Background: an optimization exercise with open tools, aiming at small area and a short achievable clock period. Do not read the settings as production practice.
Only simulation tests tie the RTL to the original design; equivalence was not proved.

## flow/constraint.sdc

```tcl
create_clock -name core_clock -period 36.0 [get_ports {clk}]
set_input_delay 7.2000 -clock core_clock [delete_from_list [all_inputs] [get_ports {clk}]]
set_output_delay 7.2000 -clock core_clock [all_outputs]
set_load 0.01 [all_outputs]
```

## flow/config.mk

```make
export PLATFORM = sky130hd
export DESIGN_NAME = qrs_top
export DESIGN_NICKNAME = qrs_top
export VERILOG_FILES = /design/flow/design.v
export SDC_FILE = /design/flow/constraint.sdc
export NUM_CORES = 4
export LEC_CHECK = 0
export CAP_MARGIN = 20
export CORE_MARGIN = 2
export CORE_UTILIZATION = 40
export SLEW_MARGIN = 20
```

## flow/flow/run.sh

```bash
#!/bin/bash
# The standard layout, with plain buffers (instead of the flow's default
# choice) on the input and output ports, and timing repair asked to leave
# more setup slack than the clock period needs.
set -euo pipefail
export BUFFER_PORTS_ARGS="-buffer_cell sky130_fd_sc_hd__buf_2"
export SETUP_SLACK_MARGIN=18
bash standard.sh > standard.log 2>&1
```

## flow/standard.sh

```bash
#!/bin/bash
# synth_recipe.tcl (not shown) runs the flow's synth.tcl, then flattens the netlist and writes it again
# the make line also repeats each setting of config.mk as NAME=value (left out here)
make -C /OpenROAD-flow-scripts/flow DESIGN_CONFIG=/design/flow/config.mk WORK_HOME=/design/flow/orfs CLKGATE_MAP_FILE= SYNTH_SCRIPT=/design/flow/synth_recipe.tcl "${@:-finish}"
```

## flow/design.v

```verilog
module fir_lpf (
    input         clk,
    input         reset,
    input         enable,
    input  [31:0] out_ecg,
    output [31:0] q
);
    reg  signed [31:2] d0;
    reg         [31:1] r3, r2;
    reg         [31:0] qr;
    assign q = qr;
    wire signed [31:0] x  = out_ecg;
    wire signed [31:0] y  = {d0, 2'b00};
    wire        [31:0] y2 = y >>> 2;
    wire        [31:0] y3 = y >>> 3;
    wire        [31:0] y4 = y >>> 4;
    wire        [31:0] y6 = y >>> 6;
    wire [30:0] r3n, r2n;
    rca #(31) a3 (.a(y2[30:0]), .b(y6[30:0]), .ci(1'b0), .s(r3n), .co());
    wire [30:0] c2s = r3 ^ y3[30:0] ^ y6[30:0];
    wire [30:0] c2c = (r3 & y3[30:0]) | (r3 & y6[30:0]) | (y3[30:0] & y6[30:0]);
    rca #(31) a2 (.a(c2s), .b({c2c[29:0], 1'b0}), .ci(1'b0), .s(r2n), .co());
    wire [31:0] r2w = {r2, 1'b0};
    wire [31:0] c1s = r2w ^ y4 ^ y6;
    wire [31:0] c1c = (r2w & y4) | (r2w & y6) | (y4 & y6);
    wire [31:0] r1;
    rca #(32) a1 (.a(c1s), .b({c1c[30:0], 1'b0}), .ci(1'b0), .s(r1), .co());
    wire [31:0] x5 = x >>> 5;
    wire [31:0] qn = r1 + x5;
    always @(posedge clk or posedge reset) begin
        if (reset) begin
            d0 <= 30'd0;
            r3 <= 31'd0;
            r2 <= 31'd0;
            qr <= 32'd0;
        end else if (enable) begin
            d0 <= out_ecg[31:2];
            r3 <= r3n;
            r2 <= r2n;
            qr <= qn;
        end
    end
endmodule
module rca #(parameter N = 8) (
    input  [N-1:0] a,
    input  [N-1:0] b,
    input          ci,
    output [N-1:0] s,
    output         co
);
    wire [N:0] c;
    assign c[0] = ci;
    genvar i;
    generate
        for (i = 0; i < N; i = i + 1) begin : bit_
            assign s[i]   = a[i] ^ b[i] ^ c[i];
            assign c[i+1] = (a[i] & b[i]) | (c[i] & (a[i] ^ b[i]));
        end
    endgenerate
    assign co = c[N];
endmodule
module wavelet_decomposer (
    input             clk,
    input             rst,
    input             enable,
    input      [31:0] q,
    output reg [15:0] D1,
    output reg [15:0] D2,
    output     [15:0] D3,
    output     [15:0] D4
);
    wire [15:0] a = q[31:16];
    wire [15:0] b = q[15:0];
    wire [16:0] s0 = a + b;
    wire [23:0] u1 = {s0, 6'd0} + {s0, 3'd0} + {s0, 1'b0} + s0;
    wire [16:0] s1 = u1[23:13] + {u1[12:0], 3'b000};
    wire [16:0] e0;
    rca #(16) ae0 (.a(b), .b(~a), .ci(1'b1), .s(e0[15:0]), .co(e0[16]));
    wire [23:0] e0x = {{8{~e0[16]}}, e0[15:0]};     
    wire [23:0] e05, e75;
    rca #(24) a05 (.a({e0x[21:0], 2'b00}), .b(e0x), .ci(1'b0), .s(e05), .co());
    rca #(24) a75 (.a({e05[19:0], 4'b0000}), .b(~e05), .ci(1'b1), .s(e75), .co());
    wire [15:0] d1n;
    rca #(16) ad1 (.a({a[14:0], 1'b0}), .b({{5{e75[23]}}, e75[23:13]}), .ci(1'b0), .s(d1n), .co());
    wire [16:0] s2;
    wire [10:0] d2n;
    wavelet_level l2 (.s(s1), .s_next(s2), .d(d2n));
    reg [15:0] d1q;
    reg [10:0] d2q;
    reg [16:0] s2q;
    wire [16:0] s3, s4_unused;
    wire [10:0] d3n, d4n;
    wavelet_level l3 (.s(s2q), .s_next(s3),        .d(d3n));
    wavelet_level l4 (.s(s3),  .s_next(s4_unused), .d(d4n));
    reg [10:0] d2r, d3r, d4r;
    assign D3 = {5'd0, d3r};
    assign D4 = {5'd0, d4r};
    always @(posedge clk or posedge rst) begin
        if (rst) begin
            d1q <= 16'd0;
            d2q <= 11'd0;
            s2q <= 17'd0;
        end else if (enable) begin
            d1q <= d1n;
            d2q <= d2n;
            s2q <= s2;
        end
    end
    always @(posedge clk or posedge rst) begin
        if (rst) begin
            D1  <= 16'd0;
            D2  <= 16'd0;
            d3r <= 11'd0;
            d4r <= 11'd0;
        end else begin
            D1  <= d1q;
            D2  <= {5'd0, d2q};
            d3r <= d3n;
            d4r <= d4n;
        end
    end
endmodule
module wavelet_level (
    input  [16:0] s,
    output [16:0] s_next,
    output [10:0] d
);
    wire        [22:0] u  = {s, 6'd0} + {s, 3'd0} + {s, 1'b0} + s;
    wire        [9:0]  hi = u[22:13];
    wire        [12:0] lo = u[12:0];
    assign s_next = hi + {lo, 3'b000};
    wire [16:0] e;
    rca #(17) ae (.a({1'b0, lo, 3'b000}), .b(~{7'd0, hi}), .ci(1'b1), .s(e), .co());
    wire [23:0] ex = {{7{e[16]}}, e};
    wire [23:0] e5, e75;
    rca #(24) a5 (.a({ex[21:0], 2'b00}), .b(ex), .ci(1'b0), .s(e5), .co());
    rca #(24) a75 (.a({e5[19:0], 4'b0000}), .b(~e5), .ci(1'b1), .s(e75), .co());
    rca #(11) ad (.a({hi, 1'b0}), .b(e75[23:13]), .ci(1'b0), .s(d), .co());
endmodule
module noise_detector (
    input             clk,
    input             reset,
    input      [15:0] D1,
    input      [15:0] Tn,
    output reg        Select
);
    reg [1:0] acc;
    reg [3:0] count;
    reg       cmp;
    always @(posedge clk or posedge reset) begin
        if (reset) begin
            acc    <= 2'd0;
            count  <= 4'd0;
            cmp    <= 1'b0;
            Select <= 1'b0;
        end else begin
            cmp <= (D1 > Tn);
            if (acc == 2'd3) begin
                acc   <= 2'd0;
                count <= count + 4'd1;
            end else if (cmp) begin
                acc <= acc + 2'd1;
            end
            Select <= (count >= 4'd9);
        end
    end
endmodule
module SignalMultiplier (
    input  [15:0] D1,
    input  [15:0] D2,
    input  [15:0] D3,
    input  [15:0] D4,
    input         Select,
    output [31:0] MPavg
);
    wire [15:0] m1 = Select ? D3 : D1;
    wire [10:0] m2 = Select ? D4[10:0] : D2[10:0];
    wire [26:0] px, py;
    mul16x11 mul (.a(m1), .b(m2), .x(px), .y(py));
    wire [26:0] p  = px + py;
    wire [30:0] q  = {4'd0, p} + (Select ? {3'd0, p, 1'b0} : {1'b0, p, 3'b000});
    assign MPavg = {4'd0, q[30:3]};
endmodule
module mul16x11 (
    input  [15:0] a,
    input  [10:0] b,
    output [26:0] x,
    output [26:0] y
);
    wire t1 = (a[9] & b[0]) ^ (a[8] & b[1]);
    wire t2 = (a[9] & b[0]) & (a[8] & b[1]);
    wire t3 = (a[10] & b[0]) ^ (a[9] & b[1]) ^ (a[8] & b[2]);
    wire t4 = ((a[10] & b[0]) & (a[9] & b[1])) | ((a[10] & b[0]) & (a[8] & b[2])) | ((a[9] & b[1]) & (a[8] & b[2]));
    wire t5 = (a[7] & b[3]) ^ (a[6] & b[4]);
    wire t6 = (a[7] & b[3]) & (a[6] & b[4]);
    wire t7 = (a[11] & b[0]) ^ (a[10] & b[1]) ^ (a[9] & b[2]);
    wire t8 = ((a[11] & b[0]) & (a[10] & b[1])) | ((a[11] & b[0]) & (a[9] & b[2])) | ((a[10] & b[1]) & (a[9] & b[2]));
    wire t9 = (a[8] & b[3]) ^ (a[7] & b[4]) ^ (a[6] & b[5]);
    wire t10 = ((a[8] & b[3]) & (a[7] & b[4])) | ((a[8] & b[3]) & (a[6] & b[5])) | ((a[7] & b[4]) & (a[6] & b[5]));
    wire t11 = (a[12] & b[0]) ^ (a[11] & b[1]) ^ (a[10] & b[2]);
    wire t12 = ((a[12] & b[0]) & (a[11] & b[1])) | ((a[12] & b[0]) & (a[10] & b[2])) | ((a[11] & b[1]) & (a[10] & b[2]));
    wire t13 = (a[9] & b[3]) ^ (a[8] & b[4]) ^ (a[7] & b[5]);
    wire t14 = ((a[9] & b[3]) & (a[8] & b[4])) | ((a[9] & b[3]) & (a[7] & b[5])) | ((a[8] & b[4]) & (a[7] & b[5]));
    wire t15 = (a[13] & b[0]) ^ (a[12] & b[1]) ^ (a[11] & b[2]);
    wire t16 = ((a[13] & b[0]) & (a[12] & b[1])) | ((a[13] & b[0]) & (a[11] & b[2])) | ((a[12] & b[1]) & (a[11] & b[2]));
    wire t17 = (a[10] & b[3]) ^ (a[9] & b[4]) ^ (a[8] & b[5]);
    wire t18 = ((a[10] & b[3]) & (a[9] & b[4])) | ((a[10] & b[3]) & (a[8] & b[5])) | ((a[9] & b[4]) & (a[8] & b[5]));
    wire t19 = (a[14] & b[0]) ^ (a[13] & b[1]) ^ (a[12] & b[2]);
    wire t20 = ((a[14] & b[0]) & (a[13] & b[1])) | ((a[14] & b[0]) & (a[12] & b[2])) | ((a[13] & b[1]) & (a[12] & b[2]));
    wire t21 = (a[11] & b[3]) ^ (a[10] & b[4]) ^ (a[9] & b[5]);
    wire t22 = ((a[11] & b[3]) & (a[10] & b[4])) | ((a[11] & b[3]) & (a[9] & b[5])) | ((a[10] & b[4]) & (a[9] & b[5]));
    wire t23 = (a[15] & b[0]) ^ (a[14] & b[1]) ^ (a[13] & b[2]);
    wire t24 = ((a[15] & b[0]) & (a[14] & b[1])) | ((a[15] & b[0]) & (a[13] & b[2])) | ((a[14] & b[1]) & (a[13] & b[2]));
    wire t25 = (a[12] & b[3]) ^ (a[11] & b[4]) ^ (a[10] & b[5]);
    wire t26 = ((a[12] & b[3]) & (a[11] & b[4])) | ((a[12] & b[3]) & (a[10] & b[5])) | ((a[11] & b[4]) & (a[10] & b[5]));
    wire t27 = (a[15] & b[1]) ^ (a[14] & b[2]) ^ (a[13] & b[3]);
    wire t28 = ((a[15] & b[1]) & (a[14] & b[2])) | ((a[15] & b[1]) & (a[13] & b[3])) | ((a[14] & b[2]) & (a[13] & b[3]));
    wire t29 = (a[12] & b[4]) ^ (a[11] & b[5]);
    wire t30 = (a[12] & b[4]) & (a[11] & b[5]);
    wire t31 = (a[15] & b[2]) ^ (a[14] & b[3]) ^ (a[13] & b[4]);
    wire t32 = ((a[15] & b[2]) & (a[14] & b[3])) | ((a[15] & b[2]) & (a[13] & b[4])) | ((a[14] & b[3]) & (a[13] & b[4]));
    wire t33 = (a[6] & b[0]) ^ (a[5] & b[1]);
    wire t34 = (a[6] & b[0]) & (a[5] & b[1]);
    wire t35 = (a[7] & b[0]) ^ (a[6] & b[1]) ^ (a[5] & b[2]);
    wire t36 = ((a[7] & b[0]) & (a[6] & b[1])) | ((a[7] & b[0]) & (a[5] & b[2])) | ((a[6] & b[1]) & (a[5] & b[2]));
    wire t37 = (a[4] & b[3]) ^ (a[3] & b[4]);
    wire t38 = (a[4] & b[3]) & (a[3] & b[4]);
    wire t39 = (a[8] & b[0]) ^ (a[7] & b[1]) ^ (a[6] & b[2]);
    wire t40 = ((a[8] & b[0]) & (a[7] & b[1])) | ((a[8] & b[0]) & (a[6] & b[2])) | ((a[7] & b[1]) & (a[6] & b[2]));
    wire t41 = (a[5] & b[3]) ^ (a[4] & b[4]) ^ (a[3] & b[5]);
    wire t42 = ((a[5] & b[3]) & (a[4] & b[4])) | ((a[5] & b[3]) & (a[3] & b[5])) | ((a[4] & b[4]) & (a[3] & b[5]));
    wire t43 = (a[2] & b[6]) ^ (a[1] & b[7]);
    wire t44 = (a[2] & b[6]) & (a[1] & b[7]);
    wire t45 = (a[7] & b[2]) ^ (a[6] & b[3]) ^ (a[5] & b[4]);
    wire t46 = ((a[7] & b[2]) & (a[6] & b[3])) | ((a[7] & b[2]) & (a[5] & b[4])) | ((a[6] & b[3]) & (a[5] & b[4]));
    wire t47 = (a[4] & b[5]) ^ (a[3] & b[6]) ^ (a[2] & b[7]);
    wire t48 = ((a[4] & b[5]) & (a[3] & b[6])) | ((a[4] & b[5]) & (a[2] & b[7])) | ((a[3] & b[6]) & (a[2] & b[7]));
    wire t49 = (a[1] & b[8]) ^ (a[0] & b[9]) ^ t1;
    wire t50 = ((a[1] & b[8]) & (a[0] & b[9])) | ((a[1] & b[8]) & t1) | ((a[0] & b[9]) & t1);
    wire t51 = (a[5] & b[5]) ^ (a[4] & b[6]) ^ (a[3] & b[7]);
    wire t52 = ((a[5] & b[5]) & (a[4] & b[6])) | ((a[5] & b[5]) & (a[3] & b[7])) | ((a[4] & b[6]) & (a[3] & b[7]));
    wire t53 = (a[2] & b[8]) ^ (a[1] & b[9]) ^ (a[0] & b[10]);
    wire t54 = ((a[2] & b[8]) & (a[1] & b[9])) | ((a[2] & b[8]) & (a[0] & b[10])) | ((a[1] & b[9]) & (a[0] & b[10]));
    wire t55 = t2 ^ t3 ^ t5;
    wire t56 = (t2 & t3) | (t2 & t5) | (t3 & t5);
    wire t57 = (a[5] & b[6]) ^ (a[4] & b[7]) ^ (a[3] & b[8]);
    wire t58 = ((a[5] & b[6]) & (a[4] & b[7])) | ((a[5] & b[6]) & (a[3] & b[8])) | ((a[4] & b[7]) & (a[3] & b[8]));
    wire t59 = (a[2] & b[9]) ^ (a[1] & b[10]) ^ t4;
    wire t60 = ((a[2] & b[9]) & (a[1] & b[10])) | ((a[2] & b[9]) & t4) | ((a[1] & b[10]) & t4);
    wire t61 = t6 ^ t7 ^ t9;
    wire t62 = (t6 & t7) | (t6 & t9) | (t7 & t9);
    wire t63 = (a[6] & b[6]) ^ (a[5] & b[7]) ^ (a[4] & b[8]);
    wire t64 = ((a[6] & b[6]) & (a[5] & b[7])) | ((a[6] & b[6]) & (a[4] & b[8])) | ((a[5] & b[7]) & (a[4] & b[8]));
    wire t65 = (a[3] & b[9]) ^ (a[2] & b[10]) ^ t8;
    wire t66 = ((a[3] & b[9]) & (a[2] & b[10])) | ((a[3] & b[9]) & t8) | ((a[2] & b[10]) & t8);
    wire t67 = t10 ^ t11 ^ t13;
    wire t68 = (t10 & t11) | (t10 & t13) | (t11 & t13);
    wire t69 = (a[7] & b[6]) ^ (a[6] & b[7]) ^ (a[5] & b[8]);
    wire t70 = ((a[7] & b[6]) & (a[6] & b[7])) | ((a[7] & b[6]) & (a[5] & b[8])) | ((a[6] & b[7]) & (a[5] & b[8]));
    wire t71 = (a[4] & b[9]) ^ (a[3] & b[10]) ^ t12;
    wire t72 = ((a[4] & b[9]) & (a[3] & b[10])) | ((a[4] & b[9]) & t12) | ((a[3] & b[10]) & t12);
    wire t73 = t14 ^ t15 ^ t17;
    wire t74 = (t14 & t15) | (t14 & t17) | (t15 & t17);
    wire t75 = (a[8] & b[6]) ^ (a[7] & b[7]) ^ (a[6] & b[8]);
    wire t76 = ((a[8] & b[6]) & (a[7] & b[7])) | ((a[8] & b[6]) & (a[6] & b[8])) | ((a[7] & b[7]) & (a[6] & b[8]));
    wire t77 = (a[5] & b[9]) ^ (a[4] & b[10]) ^ t16;
    wire t78 = ((a[5] & b[9]) & (a[4] & b[10])) | ((a[5] & b[9]) & t16) | ((a[4] & b[10]) & t16);
    wire t79 = t18 ^ t19 ^ t21;
    wire t80 = (t18 & t19) | (t18 & t21) | (t19 & t21);
    wire t81 = (a[9] & b[6]) ^ (a[8] & b[7]) ^ (a[7] & b[8]);
    wire t82 = ((a[9] & b[6]) & (a[8] & b[7])) | ((a[9] & b[6]) & (a[7] & b[8])) | ((a[8] & b[7]) & (a[7] & b[8]));
    wire t83 = (a[6] & b[9]) ^ (a[5] & b[10]) ^ t20;
    wire t84 = ((a[6] & b[9]) & (a[5] & b[10])) | ((a[6] & b[9]) & t20) | ((a[5] & b[10]) & t20);
    wire t85 = t22 ^ t23 ^ t25;
    wire t86 = (t22 & t23) | (t22 & t25) | (t23 & t25);
    wire t87 = (a[10] & b[6]) ^ (a[9] & b[7]) ^ (a[8] & b[8]);
    wire t88 = ((a[10] & b[6]) & (a[9] & b[7])) | ((a[10] & b[6]) & (a[8] & b[8])) | ((a[9] & b[7]) & (a[8] & b[8]));
    wire t89 = (a[7] & b[9]) ^ (a[6] & b[10]) ^ t24;
    wire t90 = ((a[7] & b[9]) & (a[6] & b[10])) | ((a[7] & b[9]) & t24) | ((a[6] & b[10]) & t24);
    wire t91 = t26 ^ t27 ^ t29;
    wire t92 = (t26 & t27) | (t26 & t29) | (t27 & t29);
    wire t93 = (a[12] & b[5]) ^ (a[11] & b[6]) ^ (a[10] & b[7]);
    wire t94 = ((a[12] & b[5]) & (a[11] & b[6])) | ((a[12] & b[5]) & (a[10] & b[7])) | ((a[11] & b[6]) & (a[10] & b[7]));
    wire t95 = (a[9] & b[8]) ^ (a[8] & b[9]) ^ (a[7] & b[10]);
    wire t96 = ((a[9] & b[8]) & (a[8] & b[9])) | ((a[9] & b[8]) & (a[7] & b[10])) | ((a[8] & b[9]) & (a[7] & b[10]));
    wire t97 = t28 ^ t30 ^ t31;
    wire t98 = (t28 & t30) | (t28 & t31) | (t30 & t31);
    wire t99 = (a[15] & b[3]) ^ (a[14] & b[4]) ^ (a[13] & b[5]);
    wire t100 = ((a[15] & b[3]) & (a[14] & b[4])) | ((a[15] & b[3]) & (a[13] & b[5])) | ((a[14] & b[4]) & (a[13] & b[5]));
    wire t101 = (a[12] & b[6]) ^ (a[11] & b[7]) ^ (a[10] & b[8]);
    wire t102 = ((a[12] & b[6]) & (a[11] & b[7])) | ((a[12] & b[6]) & (a[10] & b[8])) | ((a[11] & b[7]) & (a[10] & b[8]));
    wire t103 = (a[9] & b[9]) ^ (a[8] & b[10]) ^ t32;
    wire t104 = ((a[9] & b[9]) & (a[8] & b[10])) | ((a[9] & b[9]) & t32) | ((a[8] & b[10]) & t32);
    wire t105 = (a[15] & b[4]) ^ (a[14] & b[5]) ^ (a[13] & b[6]);
    wire t106 = ((a[15] & b[4]) & (a[14] & b[5])) | ((a[15] & b[4]) & (a[13] & b[6])) | ((a[14] & b[5]) & (a[13] & b[6]));
    wire t107 = (a[12] & b[7]) ^ (a[11] & b[8]) ^ (a[10] & b[9]);
    wire t108 = ((a[12] & b[7]) & (a[11] & b[8])) | ((a[12] & b[7]) & (a[10] & b[9])) | ((a[11] & b[8]) & (a[10] & b[9]));
    wire t109 = (a[15] & b[5]) ^ (a[14] & b[6]) ^ (a[13] & b[7]);
    wire t110 = ((a[15] & b[5]) & (a[14] & b[6])) | ((a[15] & b[5]) & (a[13] & b[7])) | ((a[14] & b[6]) & (a[13] & b[7]));
    wire t111 = (a[4] & b[0]) ^ (a[3] & b[1]);
    wire t112 = (a[4] & b[0]) & (a[3] & b[1]);
    wire t113 = (a[5] & b[0]) ^ (a[4] & b[1]) ^ (a[3] & b[2]);
    wire t114 = ((a[5] & b[0]) & (a[4] & b[1])) | ((a[5] & b[0]) & (a[3] & b[2])) | ((a[4] & b[1]) & (a[3] & b[2]));
    wire t115 = (a[2] & b[3]) ^ (a[1] & b[4]);
    wire t116 = (a[2] & b[3]) & (a[1] & b[4]);
    wire t117 = (a[4] & b[2]) ^ (a[3] & b[3]) ^ (a[2] & b[4]);
    wire t118 = ((a[4] & b[2]) & (a[3] & b[3])) | ((a[4] & b[2]) & (a[2] & b[4])) | ((a[3] & b[3]) & (a[2] & b[4]));
    wire t119 = (a[1] & b[5]) ^ (a[0] & b[6]) ^ t33;
    wire t120 = ((a[1] & b[5]) & (a[0] & b[6])) | ((a[1] & b[5]) & t33) | ((a[0] & b[6]) & t33);
    wire t121 = (a[2] & b[5]) ^ (a[1] & b[6]) ^ (a[0] & b[7]);
    wire t122 = ((a[2] & b[5]) & (a[1] & b[6])) | ((a[2] & b[5]) & (a[0] & b[7])) | ((a[1] & b[6]) & (a[0] & b[7]));
    wire t123 = t34 ^ t35 ^ t37;
    wire t124 = (t34 & t35) | (t34 & t37) | (t35 & t37);
    wire t125 = (a[0] & b[8]) ^ t36 ^ t38;
    wire t126 = ((a[0] & b[8]) & t36) | ((a[0] & b[8]) & t38) | (t36 & t38);
    wire t127 = t39 ^ t41 ^ t43;
    wire t128 = (t39 & t41) | (t39 & t43) | (t41 & t43);
    wire t129 = t40 ^ t42 ^ t44;
    wire t130 = (t40 & t42) | (t40 & t44) | (t42 & t44);
    wire t131 = t45 ^ t47 ^ t49;
    wire t132 = (t45 & t47) | (t45 & t49) | (t47 & t49);
    wire t133 = t46 ^ t48 ^ t50;
    wire t134 = (t46 & t48) | (t46 & t50) | (t48 & t50);
    wire t135 = t51 ^ t53 ^ t55;
    wire t136 = (t51 & t53) | (t51 & t55) | (t53 & t55);
    wire t137 = t52 ^ t54 ^ t56;
    wire t138 = (t52 & t54) | (t52 & t56) | (t54 & t56);
    wire t139 = t57 ^ t59 ^ t61;
    wire t140 = (t57 & t59) | (t57 & t61) | (t59 & t61);
    wire t141 = t58 ^ t60 ^ t62;
    wire t142 = (t58 & t60) | (t58 & t62) | (t60 & t62);
    wire t143 = t63 ^ t65 ^ t67;
    wire t144 = (t63 & t65) | (t63 & t67) | (t65 & t67);
    wire t145 = t64 ^ t66 ^ t68;
    wire t146 = (t64 & t66) | (t64 & t68) | (t66 & t68);
    wire t147 = t69 ^ t71 ^ t73;
    wire t148 = (t69 & t71) | (t69 & t73) | (t71 & t73);
    wire t149 = t70 ^ t72 ^ t74;
    wire t150 = (t70 & t72) | (t70 & t74) | (t72 & t74);
    wire t151 = t75 ^ t77 ^ t79;
    wire t152 = (t75 & t77) | (t75 & t79) | (t77 & t79);
    wire t153 = t76 ^ t78 ^ t80;
    wire t154 = (t76 & t78) | (t76 & t80) | (t78 & t80);
    wire t155 = t81 ^ t83 ^ t85;
    wire t156 = (t81 & t83) | (t81 & t85) | (t83 & t85);
    wire t157 = t82 ^ t84 ^ t86;
    wire t158 = (t82 & t84) | (t82 & t86) | (t84 & t86);
    wire t159 = t87 ^ t89 ^ t91;
    wire t160 = (t87 & t89) | (t87 & t91) | (t89 & t91);
    wire t161 = t88 ^ t90 ^ t92;
    wire t162 = (t88 & t90) | (t88 & t92) | (t90 & t92);
    wire t163 = t93 ^ t95 ^ t97;
    wire t164 = (t93 & t95) | (t93 & t97) | (t95 & t97);
    wire t165 = t94 ^ t96 ^ t98;
    wire t166 = (t94 & t96) | (t94 & t98) | (t96 & t98);
    wire t167 = t99 ^ t101 ^ t103;
    wire t168 = (t99 & t101) | (t99 & t103) | (t101 & t103);
    wire t169 = (a[9] & b[10]) ^ t100 ^ t102;
    wire t170 = ((a[9] & b[10]) & t100) | ((a[9] & b[10]) & t102) | (t100 & t102);
    wire t171 = t104 ^ t105 ^ t107;
    wire t172 = (t104 & t105) | (t104 & t107) | (t105 & t107);
    wire t173 = (a[12] & b[8]) ^ (a[11] & b[9]) ^ (a[10] & b[10]);
    wire t174 = ((a[12] & b[8]) & (a[11] & b[9])) | ((a[12] & b[8]) & (a[10] & b[10])) | ((a[11] & b[9]) & (a[10] & b[10]));
    wire t175 = t106 ^ t108 ^ t109;
    wire t176 = (t106 & t108) | (t106 & t109) | (t108 & t109);
    wire t177 = (a[15] & b[6]) ^ (a[14] & b[7]) ^ (a[13] & b[8]);
    wire t178 = ((a[15] & b[6]) & (a[14] & b[7])) | ((a[15] & b[6]) & (a[13] & b[8])) | ((a[14] & b[7]) & (a[13] & b[8]));
    wire t179 = (a[12] & b[9]) ^ (a[11] & b[10]) ^ t110;
    wire t180 = ((a[12] & b[9]) & (a[11] & b[10])) | ((a[12] & b[9]) & t110) | ((a[11] & b[10]) & t110);
    wire t181 = (a[15] & b[7]) ^ (a[14] & b[8]) ^ (a[13] & b[9]);
    wire t182 = ((a[15] & b[7]) & (a[14] & b[8])) | ((a[15] & b[7]) & (a[13] & b[9])) | ((a[14] & b[8]) & (a[13] & b[9]));
    wire t183 = (a[3] & b[0]) ^ (a[2] & b[1]);
    wire t184 = (a[3] & b[0]) & (a[2] & b[1]);
    wire t185 = (a[2] & b[2]) ^ (a[1] & b[3]) ^ (a[0] & b[4]);
    wire t186 = ((a[2] & b[2]) & (a[1] & b[3])) | ((a[2] & b[2]) & (a[0] & b[4])) | ((a[1] & b[3]) & (a[0] & b[4]));
    wire t187 = (a[0] & b[5]) ^ t112 ^ t113;
    wire t188 = ((a[0] & b[5]) & t112) | ((a[0] & b[5]) & t113) | (t112 & t113);
    wire t189 = t114 ^ t116 ^ t117;
    wire t190 = (t114 & t116) | (t114 & t117) | (t116 & t117);
    wire t191 = t118 ^ t120 ^ t121;
    wire t192 = (t118 & t120) | (t118 & t121) | (t120 & t121);
    wire t193 = t122 ^ t124 ^ t125;
    wire t194 = (t122 & t124) | (t122 & t125) | (t124 & t125);
    wire t195 = t126 ^ t128 ^ t129;
    wire t196 = (t126 & t128) | (t126 & t129) | (t128 & t129);
    wire t197 = t130 ^ t132 ^ t133;
    wire t198 = (t130 & t132) | (t130 & t133) | (t132 & t133);
    wire t199 = t134 ^ t136 ^ t137;
    wire t200 = (t134 & t136) | (t134 & t137) | (t136 & t137);
    wire t201 = t138 ^ t140 ^ t141;
    wire t202 = (t138 & t140) | (t138 & t141) | (t140 & t141);
    wire t203 = t142 ^ t144 ^ t145;
    wire t204 = (t142 & t144) | (t142 & t145) | (t144 & t145);
    wire t205 = t146 ^ t148 ^ t149;
    wire t206 = (t146 & t148) | (t146 & t149) | (t148 & t149);
    wire t207 = t150 ^ t152 ^ t153;
    wire t208 = (t150 & t152) | (t150 & t153) | (t152 & t153);
    wire t209 = t154 ^ t156 ^ t157;
    wire t210 = (t154 & t156) | (t154 & t157) | (t156 & t157);
    wire t211 = t158 ^ t160 ^ t161;
    wire t212 = (t158 & t160) | (t158 & t161) | (t160 & t161);
    wire t213 = t162 ^ t164 ^ t165;
    wire t214 = (t162 & t164) | (t162 & t165) | (t164 & t165);
    wire t215 = t166 ^ t168 ^ t169;
    wire t216 = (t166 & t168) | (t166 & t169) | (t168 & t169);
    wire t217 = t170 ^ t172 ^ t173;
    wire t218 = (t170 & t172) | (t170 & t173) | (t172 & t173);
    wire t219 = t174 ^ t176 ^ t177;
    wire t220 = (t174 & t176) | (t174 & t177) | (t176 & t177);
    wire t221 = (a[12] & b[10]) ^ t178 ^ t180;
    wire t222 = ((a[12] & b[10]) & t178) | ((a[12] & b[10]) & t180) | (t178 & t180);
    wire t223 = (a[15] & b[8]) ^ (a[14] & b[9]) ^ (a[13] & b[10]);
    wire t224 = ((a[15] & b[8]) & (a[14] & b[9])) | ((a[15] & b[8]) & (a[13] & b[10])) | ((a[14] & b[9]) & (a[13] & b[10]));
    wire t225 = (a[2] & b[0]) ^ (a[1] & b[1]);
    wire t226 = (a[2] & b[0]) & (a[1] & b[1]);
    wire t227 = (a[1] & b[2]) ^ (a[0] & b[3]) ^ t183;
    wire t228 = ((a[1] & b[2]) & (a[0] & b[3])) | ((a[1] & b[2]) & t183) | ((a[0] & b[3]) & t183);
    wire t229 = t111 ^ t184 ^ t185;
    wire t230 = (t111 & t184) | (t111 & t185) | (t184 & t185);
    wire t231 = t115 ^ t186 ^ t187;
    wire t232 = (t115 & t186) | (t115 & t187) | (t186 & t187);
    wire t233 = t119 ^ t188 ^ t189;
    wire t234 = (t119 & t188) | (t119 & t189) | (t188 & t189);
    wire t235 = t123 ^ t190 ^ t191;
    wire t236 = (t123 & t190) | (t123 & t191) | (t190 & t191);
    wire t237 = t127 ^ t192 ^ t193;
    wire t238 = (t127 & t192) | (t127 & t193) | (t192 & t193);
    wire t239 = t131 ^ t194 ^ t195;
    wire t240 = (t131 & t194) | (t131 & t195) | (t194 & t195);
    wire t241 = t135 ^ t196 ^ t197;
    wire t242 = (t135 & t196) | (t135 & t197) | (t196 & t197);
    wire t243 = t139 ^ t198 ^ t199;
    wire t244 = (t139 & t198) | (t139 & t199) | (t198 & t199);
    wire t245 = t143 ^ t200 ^ t201;
    wire t246 = (t143 & t200) | (t143 & t201) | (t200 & t201);
    wire t247 = t147 ^ t202 ^ t203;
    wire t248 = (t147 & t202) | (t147 & t203) | (t202 & t203);
    wire t249 = t151 ^ t204 ^ t205;
    wire t250 = (t151 & t204) | (t151 & t205) | (t204 & t205);
    wire t251 = t155 ^ t206 ^ t207;
    wire t252 = (t155 & t206) | (t155 & t207) | (t206 & t207);
    wire t253 = t159 ^ t208 ^ t209;
    wire t254 = (t159 & t208) | (t159 & t209) | (t208 & t209);
    wire t255 = t163 ^ t210 ^ t211;
    wire t256 = (t163 & t210) | (t163 & t211) | (t210 & t211);
    wire t257 = t167 ^ t212 ^ t213;
    wire t258 = (t167 & t212) | (t167 & t213) | (t212 & t213);
    wire t259 = t171 ^ t214 ^ t215;
    wire t260 = (t171 & t214) | (t171 & t215) | (t214 & t215);
    wire t261 = t175 ^ t216 ^ t217;
    wire t262 = (t175 & t216) | (t175 & t217) | (t216 & t217);
    wire t263 = t179 ^ t218 ^ t219;
    wire t264 = (t179 & t218) | (t179 & t219) | (t218 & t219);
    wire t265 = t181 ^ t220 ^ t221;
    wire t266 = (t181 & t220) | (t181 & t221) | (t220 & t221);
    wire t267 = t182 ^ t222 ^ t223;
    wire t268 = (t182 & t222) | (t182 & t223) | (t222 & t223);
    wire t269 = (a[15] & b[9]) ^ (a[14] & b[10]) ^ t224;
    wire t270 = ((a[15] & b[9]) & (a[14] & b[10])) | ((a[15] & b[9]) & t224) | ((a[14] & b[10]) & t224);
    assign x = {1'b0, (a[15] & b[10]), t268, t266, t264, t262, t260, t258, t256, t254, t252, t250, t248, t246, t244, t242, t240, t238, t236, t234, t232, t230, t228, t226, (a[0] & b[2]), (a[1] & b[0]), (a[0] & b[0])};
    assign y = {1'b0, t270, t269, t267, t265, t263, t261, t259, t257, t255, t253, t251, t249, t247, t245, t243, t241, t239, t237, t235, t233, t231, t229, t227, t225, (a[0] & b[1]), 1'b0};
endmodule
module AdaptiveThreshold (
    input  [15:0] Vt1, Vt2, Vt3, Vt4,
    input  [31:0] MPavg,
    output        Out
);
    wire [15:0] sum     = Vt1 + Vt2 + Vt3 + Vt4;
    wire [15:0] lambda1 = {2'b00, sum[15:2]} + 16'd8;
    wire [15:0] l3a     = lambda1 + {1'b0, lambda1[15:1]};
    wire [15:0] l3b     = {Vt1[14:0], 1'b0} - lambda1;
    wire        found   = (MPavg > 32'd500);
    wire [15:0] lambda3 = found ? l3a : l3b;
    assign Out = (MPavg > {16'd0, lambda3});
endmodule
module qrs_top (
    input         clk,
    input         rst,
    input         enable,
    input  [31:0] ecg_in,
    input  [15:0] Tn,
    input  [15:0] Vt1,
    input  [15:0] Vt2,
    input  [15:0] Vt3,
    input  [15:0] Vt4,
    output [15:0] D1,
    output [15:0] D2,
    output [15:0] D3,
    output [15:0] D4,
    output        Select,
    output [31:0] MPavg,
    output        FinalOut
);
    wire [31:0] fq;
    fir_lpf lpf (
        .clk(clk),
        .reset(rst),
        .enable(enable),
        .out_ecg(ecg_in),
        .q(fq)
    );
    wavelet_decomposer wavelet (
        .clk(clk),
        .rst(rst),
        .enable(enable),
        .q(fq),
        .D1(D1),
        .D2(D2),
        .D3(D3),
        .D4(D4)
    );
    noise_detector noise (
        .clk(clk),
        .reset(rst),
        .D1(D1),
        .Tn(Tn),
        .Select(Select)
    );
    SignalMultiplier signal (
        .D1(D1),
        .D2(D2),
        .D3(D3),
        .D4(D4),
        .Select(Select),
        .MPavg(MPavg)
    );
    AdaptiveThreshold adaptive (
        .Vt1(Vt1),
        .Vt2(Vt2),
        .Vt3(Vt3),
        .Vt4(Vt4),
        .MPavg(MPavg),
        .Out(FinalOut)
    );
endmodule
```

==> results.json, run 1 <==
{
  "status": "no timing/DRC/antenna violations",
  "crit_path_frequent_cell": "a21o_1",
  "relSlewSlack_pct": 35.38,
  "whs_ns": 0.3696,
  "grt_pass1_wl_um": 146300,
  "path_delay_family": "compound AO/OA/AOI/OAI gates",
  "clkTransAtPathRegs_ns": 0.05,
  "rsz0062_at_grt": "true",
  "synth_edf_count": 0,
  "syn_inst": 3924,
  "place.gp.congestion": 0.9167,
  "crit_path_start_kind": "input pin",
  "grt.total_usage_pct": 19.12,
  "antenna_found_initial": 3,
  "clkSinkCount": 225,
  "cts_buffers": 30,
  "cp.required_ns": 28.80,
  "die_h_um": 310.2,
  "crit_fanout": 4,
  "slew_viol_final": 0,
  "cp.arrival_ns": 13.26,
  "drv_cap": 0,
  "seq_area_um2": 5640,
  "cts_tree": "yes",
  "cp_slowest_cell": "fa_1",
  "syn2layout_area_growth_pct": 15.03,
  "skew_ns": 0.05771,
  "hold_path.class": "reg -> reg",
  "core_area_um2": 93050,
  "num_rows": 112,
  "drive_gt1_share_pct": 17.36,
  "async_reset_ff_share_pct": 100.0,
  "hold_viol_final": 0,
  "globalRouteMet1Util_pct": 25.22,
  "tns_ns": 0,
  "grt_overflow": 0,
  "drt-wirelength-per-cell_um": 16.55,
  "finalWirelength_um": 90360,
  "clkLatencyLatePin_ns": 0.62,
  "setup_viol": 0,
  "first_iter_violations": 1388,
  "layout_common_cells": "inv_1 (753), fa_1 (533), ha_1 (417)",
  "path_class": "in -> out",
  "yosysUniqueCellTypes": 82,
  "final_common_cell": "inv_1",
  "via_per_inst": 4.939,
  "route.detailed.drc": 0,
  "ys.flop_type": "dfrtp_1",
  "vias": 26960,
  "crit_path_end_kind": "output pin",
  "yosysWarningCount": 3,
  "dp_hpwl_um": 76100,
  "cts_max_level": 1,
  "die-area_um2": 96200,
  "globalRouteMet2Util_pct": 34.11,
  "nNetsFinal": 5310,
  "grt_pass1_vias": 27720,
  "tightest_slew_ns": 0.9660,
  "cts-root-buf": "clkbuf_16",
  "fmax_ghz": 0.04888,
  "ios": 213,
  "antenna_left": 0,
  "start_util_pct": 40.30,
  "post-route-period-util_pct": 56.83,
  "fin_crit_ns": 20.46,
  "synth.ff_latch_count": 225,
  "io_buffers": 191,
  "seq_area_frac_synth_pct": 15.02,
  "cts_buffer_depth": 3,
  "grtUsageMet3_pct": 1.968,
  "cpPeakStageDelay_ns": 0.55,
  "grt_max_degree": 97,
  "top_usage_layer": "met2",
  "multi_input_area_um2": 30260,
  "hold_buffers": 0,
  "syn_area_per_cell_um2": 9.555,
  "firstDrtPassIters": 6,
  "antennaDiodeCount": 0,
  "num-fill-cells": 8939,
  "die_x_um": 310.2,
  "path_buf_inv": 5,
  "syn-cell-area_um2": 37490
}
-- through the flow --
step / std cells / worst slack [ns] / util, % / area (µm²)
5_1_grt: 5459 / 15.11 / 46.35 / 43130
3_3_place_gp: 5317 / 15.34 / 42.84 / 39870
2_1_floorplan: 3942 / 16.27 / - / 37660
6_report: 5459 / 15.54 / 46.35 / 43130
4_1_cts: 5415 / 15.56 / 45.14 / 42010
3_5_place_dp: 5317 / 15.31 / 42.84 / 39870
-- state kept, by name, summed over array words and instances, names as in the netlist, 16 cells and up --
name	count
lpf.qr	32
lpf.r2	31
lpf.r3	31
lpf.d0	30
wavelet.s2q	17
wavelet.D1	16
wavelet.d1q	16
-- kinds of logic (layout without fill, tap and decap cells) --
| kind of cell | count (synthesis) | after routing | synth area share [%] |
|---|---|---|---|
| flip-flops | 225 | 225 | 15.02 |
| AO/OA/AOI/OAI | 676 | 676 | 11.37 |
| adder cells (fa/ha/maj) | 1013 | 1013 | 45.18 |
| other | 1 | 19 | 0.01000 |
| multiplexers | 125 | 125 | 3.667 |
| AND/OR/NAND/NOR | 767 | 767 | 9.737 |
| XOR/XNOR | 268 | 268 | 6.260 |
| buffers and inverters | 849 | 1112 | 8.766 |
-- per-layer routing --
layer / vias up / part of all wire (%)
met5: - / 0.018
met4: 2 / 1.9
met3: 82 / 3.4
met2: 346 / 51
met1: 13410 / 44
li1: 13130 / -
-- repair_timing --
| item | 4_1_cts | 5_1_grt |
|---|---|---|
| gates resized for setup | 151 | 147 |
| pin swaps | 71 | 95 |
| endpoints found under the setup margin | 8 | 12 |
| setup buffers | 43 | 44 |
-- Yosys cell counts (all sizes together), types with 17 or more instances --
library cell / n / area, µm²
nand2: 251 / 942.2
o21a: 33 / 247.7
a211oi: 17 / 127.6
xnor2: 184 / 1612
a21o: 91 / 684.4
buf: 32 / 220.2
mux2i: 26 / 260.3
mux2: 99 / 1115
nand3: 48 / 252.8
nand4: 18 / 112.6
and3: 23 / 145.1
fa: 568 / 11370
nor3: 44 / 220.2
o21bai: 34 / 255.2
dfrtp: 225 / 5630
a21oi: 221 / 1110
or2: 19 / 118.9
o21ai: 158 / 794.5
nor2b: 41 / 256.5
clkbuf: 46 / 172.7
nor2: 194 / 728.2
inv: 771 / 2894
and2: 54 / 337.8
xor2: 84 / 735.7
nand2b: 31 / 193.9
ha: 445 / 5568
-- layout make-up --
class | count | share of cell area, %
flip-flops and latches | 225 | 13.08
multi-input cells | 2868 | 70.16
clock buffers | 39 | 2.005
inverters | 771 | 6.727
clock inverters | 16 | 0.4235
well taps | 1254 | 3.638
repair buffers | 286 | 3.971
-- final timing paths --
check / startpoint / end / slack, ns / cells after the start
max in group asynchronous: rst / wavelet.s2q[5] / 27.05 / 4
hold reg to reg: wavelet.d2q[9] / wavelet.D2[9] / 0.37 / 0
hold / removal: wavelet.d2q[9] / wavelet.D2[9] / 0.37 / 0
setup / recovery: Vt3[1] / FinalOut / 15.54 / 29
setup reg to reg: lpf.qr[17] / wavelet.d2q[10] / 18.29 / 75
min in group asynchronous: rst / lpf.r3[4] / 6.67 / 2
==> run 2, diff against run 1 <==
==> flow/flow/run.sh (replaced) <==
#!/bin/bash
# The standard layout, with plain buffers (instead of the flow's default
# choice) on the input and output ports, and timing repair asked to leave
# more setup slack than the clock period needs.
set -euo pipefail
export BUFFER_PORTS_ARGS="-buffer_cell sky130_fd_sc_hd__buf_1"
export SETUP_SLACK_MARGIN=16
bash standard.sh > standard.log 2>&1
--- a/flow/config.mk
+++ b/flow/config.mk
@@ -7,5 +7,5 @@
 export LEC_CHECK = 0
 export CAP_MARGIN = 20
 export CORE_MARGIN = 2
-export CORE_UTILIZATION = 40
+export CORE_UTILIZATION = 60
 export SLEW_MARGIN = 20
==> results.json, run 2 <==
{
  "num-fill-cells": 5257,
  "r2r_cells": 72,
  "top_usage_layer": "met2",
  "first_iter_violations": 1330,
  "syn-cell-area_um2": 37490,
  "setup_viol": 0,
  "grt_pass1_vias": 27480,
  "firstDrtPassIters": 7,
  "rsz0062_at_grt": "true",
  "r2r_slack_ns": 16.61,
  "io_buffers": 191,
  "finalWirelength_um": 84890,
  "skew_ns": 0.04874,
  "drv_cap": 0,
  "synthTopCellsByCount": "inv_1 (771), fa_1 (568), ha_1 (445)",
  "cts_max_level": 1,
  "cts_buffer_depth": 3,
  "synth_edf_count": 0,
  "hold_viol_final": 0,
  "syn_inst": 3924,
  "hold_path.class": "reg -> reg",
  "antenna_left": 0,
  "grt_overflow": 0,
  "synth.most_common_cell": "inv_1",
  "syn_area_per_cell_um2": 9.555,
  "crit_fanout": 4,
  "status": "no timing/DRC/antenna violations",
  "seq_area_um2": 5634,
  "r2r_end": "wavelet.d2q[10]",
  "grt_pass1_wl_um": 139700,
  "ios": 213,
  "cts_tree": "yes",
  "route.detailed.drc": 0,
  "tightest_slew_ns": 1.034,
  "post-route-period-util_pct": 56.86,
  "antenna_found_initial": 2,
  "layout_common_cells": "inv_1 (768), fa_1 (567), ha_1 (435)",
  "cpPeakStageDelay_ns": 0.58,
  "async_reset_ff_share_pct": 100.0,
  "seq_area_frac_synth_pct": 15.02,
  "yosys-top-cells-area": "fa_1 (30%), dfrtp_1 (15%), ha_1 (15%)",
  "reg2reg_from": "lpf.qr[16]",
  "die_x_um": 254.0,
  "grt.total_usage_pct": 27.33,
  "vias": 26740,
  "cp_slowest_cell": "fa_1",
  "synth_top_cell_by_area": "fa_1",
  "cts-root-buf": "clkbuf_16",
  "nNetsFinal": 5251,
  "dp_hpwl_um": 71550,
  "crit_path_frequent_cell": "ha_1",
  "reg.largest.list": "lpf.qr (32), lpf.r2 (31), lpf.r3 (31)",
  "cp.required_ns": 28.80,
  "fmax_ghz": 0.04885,
  "clkSinkCount": 225,
  "holdCritStartpoint": "wavelet.d1q[15]",
  "cp.arrival_ns": 13.27,
  "die-area_um2": 64510,
  "cts_buffers": 28,
  "final_common_cell": "inv_1",
  "clkTransAtPathRegs_ns": 0.06,
  "grtUsageMet3_pct": 5.050,
  "crit_path_end_kind": "output pin",
  "globalRouteMet1Util_pct": 36.52,
  "hold_path_end": "wavelet.D1[15]",
  "drt-wirelength-per-cell_um": 17.04,
  "synth.ff_latch_count": 225,
  "hold_depth": 0,
  "crit_path_start_kind": "input pin",
  "core_area_um2": 61710,
  "clkLatencyLatePin_ns": 0.60,
  "multi_input_area_um2": 29290,
  "tns_ns": 0,
  "yosysWarningCount": 3,
  "num_rows": 91,
  "relSlewSlack_pct": 31.04,
  "yosysUniqueCellTypes": 82,
  "start_util_pct": 60.76,
  "fin_crit_ns": 20.47,
  "globalRouteMet2Util_pct": 46.40,
  "die_h_um": 254.0,
  "path_class": "in -> out",
  "top_register": "lpf.qr",
  "grt_max_degree": 104,
  "largest_register_ffs": 32,
  "synth_top_area_share_pct": 30.33,
  "place.gp.congestion": 0.9240,
  "ys.flop_type": "dfrtp_1",
  "slew_viol_final": 0,
  "syn2layout_area_growth_pct": 8.987,
  "via_per_inst": 5.367,
  "drive_gt1_share_pct": 7.794
}
## run 2: cell counts after synthesis
Identical to the previous run, type by type.
## run 2: worst max-delay path: cells and delay by family
family,cells,cell delay [ns]
buffers and inverters,4,0.56
XOR/XNOR,2,0.32
AND/OR/NAND/NOR,5,0.90
multiplexers,1,0.09
adder cells (fa/ha/maj),6,2.33
AO/OA/AOI/OAI,8,1.86
## run 2: cells by family after synthesis
logic type      Yosys count  share of synthesized area, %
flops                   225                         15.02
xor+xnor                268                         6.260
mux                     125                         3.667
fa+ha+maj              1013                         45.18
buf+inv                 849                         8.766
compound gates          676                         11.37
other cells               1                       0.01000
simple gates            767                         9.737
## run 2: cell type report
| class | instances | share of cell area, % |
|---|---|---|
| inverters | 771 | 7.100 |
| well taps | 837 | 2.563 |
| diodes | 1 | 0.006124 |
| clock buffers | 38 | 1.978 |
| clock inverters | 13 | 0.3735 |
| flip-flops and latches | 225 | 13.79 |
| repair buffers | 229 | 2.511 |
| multi-input cells | 2868 | 71.68 |
## run 2: worst max path at each step
stage                     to   start  slack [ns]  cells after the start
floorplan           FinalOut  Vt1[1]       16.01                     26
global placement    FinalOut  Vt1[0]       14.92                     31
detailed placement  FinalOut  Vt1[0]       14.84                     31
CTS                 FinalOut  Vt3[1]       15.62                     28
global route        FinalOut  Vt1[3]       15.28                     26
finish              FinalOut  Vt1[3]       15.53                     26
## run 2: per-stage QoR
stage | hold slack (ns) | util (%) | cell area, µm² | setup slack [ns] | std cells
3_5_place_dp | 0.3588 | 63.26 | 39040 | 14.84 | 4904
5_1_grt | 0.3799 | 66.21 | 40860 | 15.28 | 4981
4_1_cts | 0.3716 | 65.76 | 40580 | 15.62 | 4973
2_1_floorplan | 0.3501 | - | 37560 | 16.01 | 3942
6_report | 0.3710 | 66.22 | 40860 | 15.53 | 4982
3_3_place_gp | 0.3541 | 63.26 | 39040 | 14.92 | 4904
## run 2: routing by layer
layer,up-vias,wire [µm]
met5,-,12
met4,2,2133
met3,106,4353
met2,458,41130
met1,13130,37260
li1,13040,-
## run 2: timing repair
| item | CTS | global route |
|---|---|---|
| hold buffers | 0 | 0 |
| buffers inserted | 18 | 8 |
| resized for setup | 82 | 42 |
| hold endpoints to repair | 0 | 0 |
| setup endpoints to repair | 3 | 4 |
| pin swaps | 45 | 24 |
==> run 3, diff against run 2 <==
--- a/flow/flow/run.sh
+++ b/flow/flow/run.sh
@@ -4,5 +4,5 @@
 # more setup slack than the clock period needs.
 set -euo pipefail
 export BUFFER_PORTS_ARGS="-buffer_cell sky130_fd_sc_hd__buf_1"
-export SETUP_SLACK_MARGIN=16
+export SETUP_SLACK_MARGIN=15
 bash standard.sh > standard.log 2>&1
==> results.json, run 3 <==
{
  "worst_slack_ns": 15.24,
  "relSlewSlack_pct": 31.51,
  "path_class": "in -> out",
  "num_rows": 91,
  "die-area_um2": 64510,
  "whs_ns": 0.3710,
  "ys.flop_type": "dfrtp_1",
  "path_depth": 30,
  "io_buffers": 191,
  "syn2layout_area_growth_pct": 7.431,
  "hold_viol_final": 0,
  "cts_buffer_depth": 3,
  "die_x_um": 254.0,
  "grt_pass1_wl_um": 138300,
  "crit_path_frequent_cell": "fa_1",
  "r2r_end": "wavelet.d2q[10]",
  "via_per_inst": 5.374,
  "firstDrtPassIters": 5,
  "yosys-top-cells-area": "fa_1 (30%), dfrtp_1 (15%), ha_1 (15%)",
  "clkLatencyLatePin_ns": 0.60,
  "synth.most_common_cell": "inv_1",
  "crit_start": "Vt1[1]",
  "status": "no timing/DRC/antenna violations",
  "layout_common_cells": "inv_1 (770), fa_1 (568), ha_1 (441)",
  "syn-cell-area_um2": 37490,
  "endpoint": "FinalOut",
  "first_iter_violations": 1327,
  "grt_max_degree": 104,
  "clkSinkCount": 225,
  "seq_area_um2": 5632,
  "top_register": "lpf.qr",
  "rsz0062_at_grt": "true",
  "reg.largest.list": "lpf.qr (32), lpf.r2 (31), lpf.r3 (31)",
  "crit_path_start_kind": "input pin",
  "yosysUniqueCellTypes": 82,
  "seq_area_frac_synth_pct": 15.02,
  "skew_ns": 0.04861,
  "layout.cells.non_filler": 4961,
  "syn_area_per_cell_um2": 9.555,
  "clkTransAtPathRegs_ns": 0.06,
  "dpl_worst_slack_ns": 14.84,
  "slew_viol_final": 0,
  "grt_overflow": 0,
  "finalWirelength_um": 84020,
  "vias": 26660,
  "yosysWarningCount": 3,
  "synth_top_cell_by_area": "fa_1",
  "drive_gt1_share_pct": 5.821,
  "syn_inst": 3924,
  "multi_input_area_um2": 28890,
  "synthTopCellsByCount": "inv_1 (771), fa_1 (568), ha_1 (445)",
  "cts_buffers": 28,
  "cts_max_level": 1,
  "r2r_slack_ns": 16.02,
  "tns_ns": 0,
  "grt.total_usage_pct": 27.06,
  "cpPeakStageDelay_ns": 0.57,
  "drt-wirelength-per-cell_um": 16.94,
  "cp.arrival_ns": 13.56,
  "dp_hpwl_um": 71550,
  "path_delay_family": "adder cells",
  "post-route-period-util_pct": 57.68,
  "largest_register_ffs": 32,
  "fmax_ghz": 0.04816,
  "route.detailed.drc": 0,
  "crit_path_end_kind": "output pin",
  "ios": 213,
  "path_buf_inv": 3,
  "synth_edf_count": 0,
  "nNetsFinal": 5230,
  "fin_crit_ns": 20.76,
  "tightest_slew_ns": 1.027,
  "hold_path.class": "reg -> reg",
  "cp_slowest_cell": "fa_1",
  "core_area_um2": 61710,
  "dpl.cell_count": 4904,
  "synth_top_area_share_pct": 30.33,
  "drv_cap": 0,
  "antenna_left": 0,
  "cts-root-buf": "clkbuf_16",
  "setup_viol": 0,
  "final_common_cell": "inv_1",
  "synth.ff_latch_count": 225,
  "reg2reg_from": "lpf.qr[16]",
  "antenna_found_initial": 2,
  "r2r_cells": 74,
  "async_reset_ff_share_pct": 100.0,
  "die_h_um": 254.0,
  "hold_buffers": 0,
  "place.gp.congestion": 0.9240,
  "crit_fanout": 5,
  "cts_tree": "yes",
  "cp.required_ns": 28.80,
  "start_util_pct": 60.76,
  "num-fill-cells": 5326,
  "grt_pass1_vias": 27200
}
-- run 3: cell counts after synthesis --
No cell type changed its count.
-- run 3: worst register-to-register path: cells and delay by family, from the launching register on --
kind	cells	cell delay (ns)
mux	1	0.23
xor+xnor	6	1.41
compound gates	20	4.28
buf+inv	11	0.88
flops	1	0.52
fa+ha+maj	34	12.33
simple gates	2	0.27
-- run 3: cells by family (layout without fill, tap and decap cells) --
kind of cell	Yosys count	after routing	share of synthesized area (%)
AOI/OAI and AO/OA	676	676	11.37
xor gates and xnor gates	268	268	6.260
adders and majority gates	1013	1013	45.18
buffers and inverters	849	1030	8.766
DFF	225	225	15.02
muxes	125	125	3.667
other	1	20	0.01000
and+or+nand+nor	767	767	9.737
-- run 3: repair_timing --
action                                  CTS  global route
buffers inserted                          0             5
pin swaps                                 0            11
gates cloned                              0             0
resized for setup                         2            42
endpoints found under the setup margin    1             3
-- run 3: through the flow --
| step | instance area (µm²) | utilization [%] |
|---|---|---|
| finish | 40280 | 65.27 |
| global route | 40280 | 65.27 |
| CTS | 40000 | 64.82 |
| detailed placement | 39040 | 63.26 |
| global placement | 39040 | 63.26 |
| floorplan | 37560 | - |
-- run 3: routing by layer --
metal	wire length (µm)	global-route usage [%]	up-vias
li1	-	-	13010
met1	37170	36.31	13070
met2	40560	45.93	481
met3	4333	5.039	100
met4	1944	5.597	2
met5	12	0	-
-- run 3: cell type report --
type | count | share of cell area, %
Tap cell | 837 | 2.600
Sequential cell | 225 | 13.98
Inverter | 771 | 7.203
Multi-Input combinational cell | 2868 | 71.71
Antenna cell | 1 | 0.006212
Clock buffer | 38 | 2.007
Clock inverter | 13 | 0.3790
Timing Repair Buffer | 208 | 2.112
-- run 3: how the worst min path moves through the flow --
stage	slack, ns	cells past startpoint	start	end
after floorplan	0.35	0	wavelet.d1q[10]	wavelet.D1[10]
after global placement	0.35	0	wavelet.d2q[9]	wavelet.D2[9]
after detailed placement	0.36	0	wavelet.d2q[8]	wavelet.D2[8]
after CTS	0.37	0	wavelet.d1q[15]	wavelet.D1[15]
after global routing	0.38	0	wavelet.d2q[8]	wavelet.D2[8]
final	0.37	0	wavelet.d1q[15]	wavelet.D1[15]
==> run 4, diff against run 3 <==
--- a/flow/config.mk
+++ b/flow/config.mk
@@ -7,5 +7,6 @@
 export LEC_CHECK = 0
 export CAP_MARGIN = 20
 export CORE_MARGIN = 2
-export CORE_UTILIZATION = 60
+export CORE_UTILIZATION = 70
+export CTS_BUF_LIST = sky130_fd_sc_hd__clkbuf_4 sky130_fd_sc_hd__clkbuf_8
 export SLEW_MARGIN = 20
==> results.json, run 4 <==
{
  "tightest_slew_ns": 1.035,
  "finalWirelength_um": 82060,
  "crit_path_end_kind": "output pin",
  "syn-cell-area_um2": 37490,
  "whs_ns": 0.3658,
  "drv_cap": 0,
  "synth_edf_count": 0,
  "clkLatencyLatePin_ns": 0.64,
  "rsz0062_at_grt": "false",
  "final_cell_area_um2": 40140,
  "tns_ns": 0,
  "layout.cells.non_filler": 4837,
  "post-route-period-util_pct": 57.52,
  "dpl_worst_slack_ns": 14.94,
  "io_buffers": 191,
  "largest_register_ffs": 32,
  "dpl-instance-area_um2": 38820,
  "syn_area_per_cell_um2": 9.555,
  "setup_viol": 0,
  "num_rows": 84,
  "async_reset_ff_share_pct": 100.0,
  "cpPeakStageDelay_ns": 0.57,
  "synth.ff_latch_count": 225,
  "path_class": "in -> out",
  "path_delay_family": "adder cells",
  "top_register": "lpf.qr",
  "first_iter_violations": 1448,
  "grt.total_usage_pct": 30.93,
  "dp_hpwl_um": 68600,
  "yosysUniqueCellTypes": 82,
  "clkSinkCount": 225,
  "relSlewSlack_pct": 30.99,
  "r2r_cells": 75,
  "yosys-top-cells-area": "fa_1 (30%), dfrtp_1 (15%), ha_1 (15%)",
  "fmax_ghz": 0.04829,
  "cp_slowest_cell": "fa_1",
  "die_h_um": 235.4,
  "nNetsFinal": 5242,
  "antenna_left": 0,
  "synth_top_cell_by_area": "fa_1",
  "ios": 213,
  "status": "no timing/DRC/antenna violations",
  "yosysWarningCount": 3,
  "reg.largest.list": "lpf.qr (32), lpf.r2 (31), lpf.r3 (31)",
  "crit_path_frequent_cell": "ha_1",
  "hold_depth": 0,
  "ys.flop_type": "dfrtp_1",
  "reg2reg_from": "lpf.qr[16]",
  "syn2layout_area_growth_pct": 7.061,
  "r2r_end": "wavelet.d2q[10]",
  "crit_fanout": 4,
  "die_x_um": 235.4,
  "seq_area_frac_synth_pct": 15.02,
  "path_buf_inv": 4,
  "fin_crit_ns": 20.71,
  "cts_max_level": 2,
  "die-area_um2": 55430,
  "skew_ns": 0.05142,
  "hold_buffers": 0,
  "holdCritStartpoint": "wavelet.d2q[4]",
  "cts-root-buf": "clkbuf_8",
  "synth_top_area_share_pct": 30.33,
  "post-route-util_pct": 76.08,
  "place.gp.congestion": 0.9453,
  "hold_viol_final": 0,
  "start_util_pct": 71.07,
  "crit_path_start_kind": "input pin",
  "synth.most_common_cell": "inv_1",
  "r2r_slack_ns": 15.84,
  "grt_pass1_wl_um": 138500,
  "hold_path.class": "reg -> reg",
  "grt_max_degree": 229,
  "core_area_um2": 52760,
  "synthTopCellsByCount": "inv_1 (771), fa_1 (568), ha_1 (445)",
  "clkTransAtPathRegs_ns": 0.06,
  "via_per_inst": 5.609,
  "firstDrtPassIters": 7,
  "slew_viol_final": 0,
  "dpl.cell_count": 4750,
  "final_common_cell": "inv_1",
  "cts_buffer_depth": 3,
  "path_depth": 26,
  "worst_slack_ns": 15.29,
  "antenna_found_initial": 2,
  "syn_inst": 3924,
  "drt-wirelength-per-cell_um": 16.96,
  "hold_path_end": "wavelet.D2[4]",
  "cts_buffers": 42,
  "vias": 27130,
  "cts_tree": "yes",
  "route.detailed.drc": 0,
  "cp.arrival_ns": 13.51,
  "layout_common_cells": "inv_1 (770), fa_1 (568), ha_1 (442)",
  "cp.required_ns": 28.80,
  "grt_overflow": 0,
  "grt_pass1_vias": 28050,
  "drive_gt1_share_pct": 6.607
}
==> run 4: cell count changes in the layout (fill, tap and decap cells not counted), moves of 4 or more <==
cell,previous run,this run
clkbuf_4,1,8
clkbuf_16,28,0
xnor2_2,4,8
clkbuf_8,7,50
clkinv_2,6,11
==> run 4: final cells by class <==
cell class | count | area (µm²)
antenna | 2 | 5.005
clock buffer | 57 | 740.7
clock inverter | 20 | 254.0
fill | 3900 | 12620
inverter | 771 | 2902
multi-input combinational | 2868 | 28900
sequential | 225 | 5633
tap | 688 | 860.8
timing repair buffer | 206 | 848.3
==> run 4: worst max-delay path by stage <==
| stage | start | end | slack [ns] |
|---|---|---|---|
| finish | Vt1[3] | FinalOut | 15.29 |
| CTS | Vt1[0] | FinalOut | 15.08 |
| global route | Vt1[0] | FinalOut | 14.94 |
| detailed placement | Vt1[0] | FinalOut | 14.94 |
| global placement | Vt1[0] | FinalOut | 14.99 |
| floorplan | Vt1[1] | FinalOut | 16.01 |
==> run 4: cells by family after synthesis <==
group | after synthesis | synth area share [%]
simple gates | 767 | 9.737
other cells | 1 | 0.01000
compound gates | 676 | 11.37
fa+ha+maj | 1013 | 45.18
flops | 225 | 15.02
xor+xnor | 268 | 6.260
mux | 125 | 3.667
buf+inv | 849 | 8.766
==> run 4: timing repair <==
item,4_1_cts,5_1_grt
setup buffers,0,8
pin swaps,0,13
gates resized for setup,3,47
endpoints found under the setup margin,1,3
cloned,0,0
==> run 4: layer usage <==
metal	global-route usage, %	vias to the layer above	routed length (µm)
met5	0	-	0
met4	8.029	0	2024
met3	5.417	114	4545
met2	52.88	612	40050
met1	41.08	13390	35440
li1	-	13010	-
==> run 5, diff against run 4 <==
--- a/flow/config.mk
+++ b/flow/config.mk
@@ -5,6 +5,7 @@
 export SDC_FILE = /design/flow/constraint.sdc
 export NUM_CORES = 4
 export LEC_CHECK = 0
+export ABC_AREA = 1
 export CAP_MARGIN = 20
 export CORE_MARGIN = 2
 export CORE_UTILIZATION = 70
==> results.json, run 5 <==
{
  "cp.required_ns": 28.80,
  "cts_buffer_depth": 3,
  "drive_gt1_share_pct": 3.437,
  "synth.most_common_cell": "inv_1",
  "synth_top_area_share_pct": 29.09,
  "die_x_um": 240.3,
  "seq_area_um2": 5634,
  "final_common_cell": "inv_1",
  "fmax_ghz": 0.04892,
  "rsz0062_at_grt": "false",
  "synth_edf_count": 0,
  "antenna_found_initial": 2,
  "cpPeakStageDelay_ns": 0.58,
  "largest_register_ffs": 32,
  "holdCritStartpoint": "wavelet.d2q[5]",
  "start_util_pct": 70.82,
  "synth_top_cell_by_area": "fa_1",
  "nNetsFinal": 6165,
  "syn_area_per_cell_um2": 8.079,
  "dpl.cell_count": 5732,
  "dp_hpwl_um": 78410,
  "cts_buffers": 42,
  "yosysUniqueCellTypes": 59,
  "tightest_slew_ns": 1.007,
  "path_class": "in -> out",
  "cts_tree": "yes",
  "vias": 31470,
  "post-route-util_pct": 75.40,
  "drv_cap": 0,
  "ys.flop_type": "dfrtp_1",
  "relSlewSlack_pct": 32.88,
  "reg2reg_from": "lpf.qr[16]",
  "seq_area_frac_synth_pct": 14.40,
  "clkTransAtPathRegs_ns": 0.06,
  "drt-wirelength-per-cell_um": 15.94,
  "first_iter_violations": 1760,
  "grt_pass1_wl_um": 153600,
  "io_buffers": 191,
  "async_reset_ff_share_pct": 100.0,
  "yosys-top-cells-area": "fa_1 (29%), dfrtp_1 (14%), ha_1 (14%)",
  "path_delay_family": "adder cells",
  "cts_max_level": 2,
  "antenna_left": 0,
  "die_h_um": 240.3,
  "core_area_um2": 55200,
  "clkLatencyLatePin_ns": 0.65,
  "via_per_inst": 5.414,
  "skew_ns": 0.05749,
  "status": "no timing/DRC/antenna violations",
  "layout.cells.non_filler": 5812,
  "cts-root-buf": "clkbuf_8",
  "post-route-period-util_pct": 56.78,
  "ios": 213,
  "yosysWarningCount": 3,
  "grt_overflow": 0,
  "cp_slowest_cell": "fa_1",
  "crit_fanout": 7,
  "grt_max_degree": 127,
  "num_rows": 86,
  "place.gp.congestion": 0.9547,
  "tns_ns": 0,
  "multi_input_area_um2": 29240,
  "grt.total_usage_pct": 33.51,
  "crit_path_end_kind": "output pin",
  "clkSinkCount": 225
}
run 5: changes by cell type in the layout (fill, tap and decap cells not counted), moves of 26 or more:
cell	delta
xor2_1	+63
a21o_1	-68
inv_1	+290
xnor2_1	-103
nand3_1	+88
mux2_2	-98
nor2b_1	-41
nand2_1	+760
and2_1	-50
mux2i_1	-26
nor2_1	+90
a21oi_1	+39
nand2b_1	-31
o21ai_0	+95
run 5: path summary, 6_finish.rpt:
kind	depth (start not counted)	end	slack, ns
worst max-delay path	35	FinalOut	15.56
worst min-delay path	0	wavelet.D2[5]	0.37
worst max register to register	73	wavelet.d2q[10]	16.07
worst min register to register	0	wavelet.D2[5]	0.37
max in group asynchronous	3	lpf.d0[2]	28.00
min in group asynchronous	2	lpf.r3[21]	6.74
run 5: logic make-up (layout without fill, tap and decap cells):
logic type	count (synthesis)	after routing	share of synthesized area, %
multiplexers	1	1	0.02880
buffers and inverters	1141	1347	11.21
AND/OR/NAND/NOR	1573	1573	16.55
XOR/XNOR	222	222	5.012
flip-flops	225	225	14.40
other	1	20	0.009592
adder cells (fa/ha/maj)	1013	1013	43.33
AO/OA/AOI/OAI	663	663	9.460
run 5: final cells by class:
| class | count | area share, % |
|---|---|---|
| timing repair buffer | 209 | 2.065 |
| multi-input combinational | 3491 | 70.26 |
| clock inverter | 9 | 0.3607 |
| tap | 748 | 2.248 |
| antenna | 1 | 0.006012 |
| sequential | 225 | 13.54 |
| clock buffer | 61 | 1.867 |
| inverter | 1068 | 9.658 |
run 5: metrics by stage:
stage / hold slack [ns] / cell area (µm²) / worst slack, ns
after floorplan: 0.3540 / 39160 / 16.53
after global placement: 0.3582 / 40530 / 15.48
after detailed placement: 0.3593 / 40530 / 15.39
after CTS: 0.3681 / 41450 / 15.37
after global routing: 0.3792 / 41620 / 14.97
final: 0.3736 / 41620 / 15.56
run 5: per-layer routing:
layer	part of all wire, %	vias to the layer above	track usage, %
li1	-	15320	-
met1	43	15100	44.83
met2	48	875	55.96
met3	6.4	176	5.982
met4	3.0	0	10.20
met5	0	-	0
run 5: repair_timing:
item	4_1_cts	5_1_grt
hold buffers	0	0
setup buffers	0	9
endpoints found under the setup margin	0	4
resized for setup	0	21

[port drivers added, routing unchanged]
The results above use ideal ports. As a check the final layouts listed here were re-extracted and re-timed, cells and wires unchanged.
Step 1 assumes that a clkbuf_16 drives the clock port and a buf_2 every other input.
Step 2 moves the port delays by t, midway between the first and last clock arrival at a register: inputs arrive t later, outputs are due t later. That takes back most of the time a late clock gives input paths.
Three values: ideal ports, drivers, drivers and shift; two values: the first two.
run	shift t [ns]	slack for setup (ns)	worst setup path after step 2	pins driven straight from the clock port
run 1	0.662	15.542 / 15.505 / 15.505	input to output	1
run 2	0.643	15.531 / 15.509 / 15.509	input to output	1
run 3	0.643	15.236 / 15.215 / 15.215	input to output	1
run 4	0.675	15.292 / 15.271 / 15.271	input to output	1
run 5	0.681	15.560 / 15.540 / 15.540	input to output	1
After both steps setup and hold are still met in every run listed. The setup slack of run 1, which loses most, moves by -0.037 ns with the drivers and by -0.037 ns with both steps.
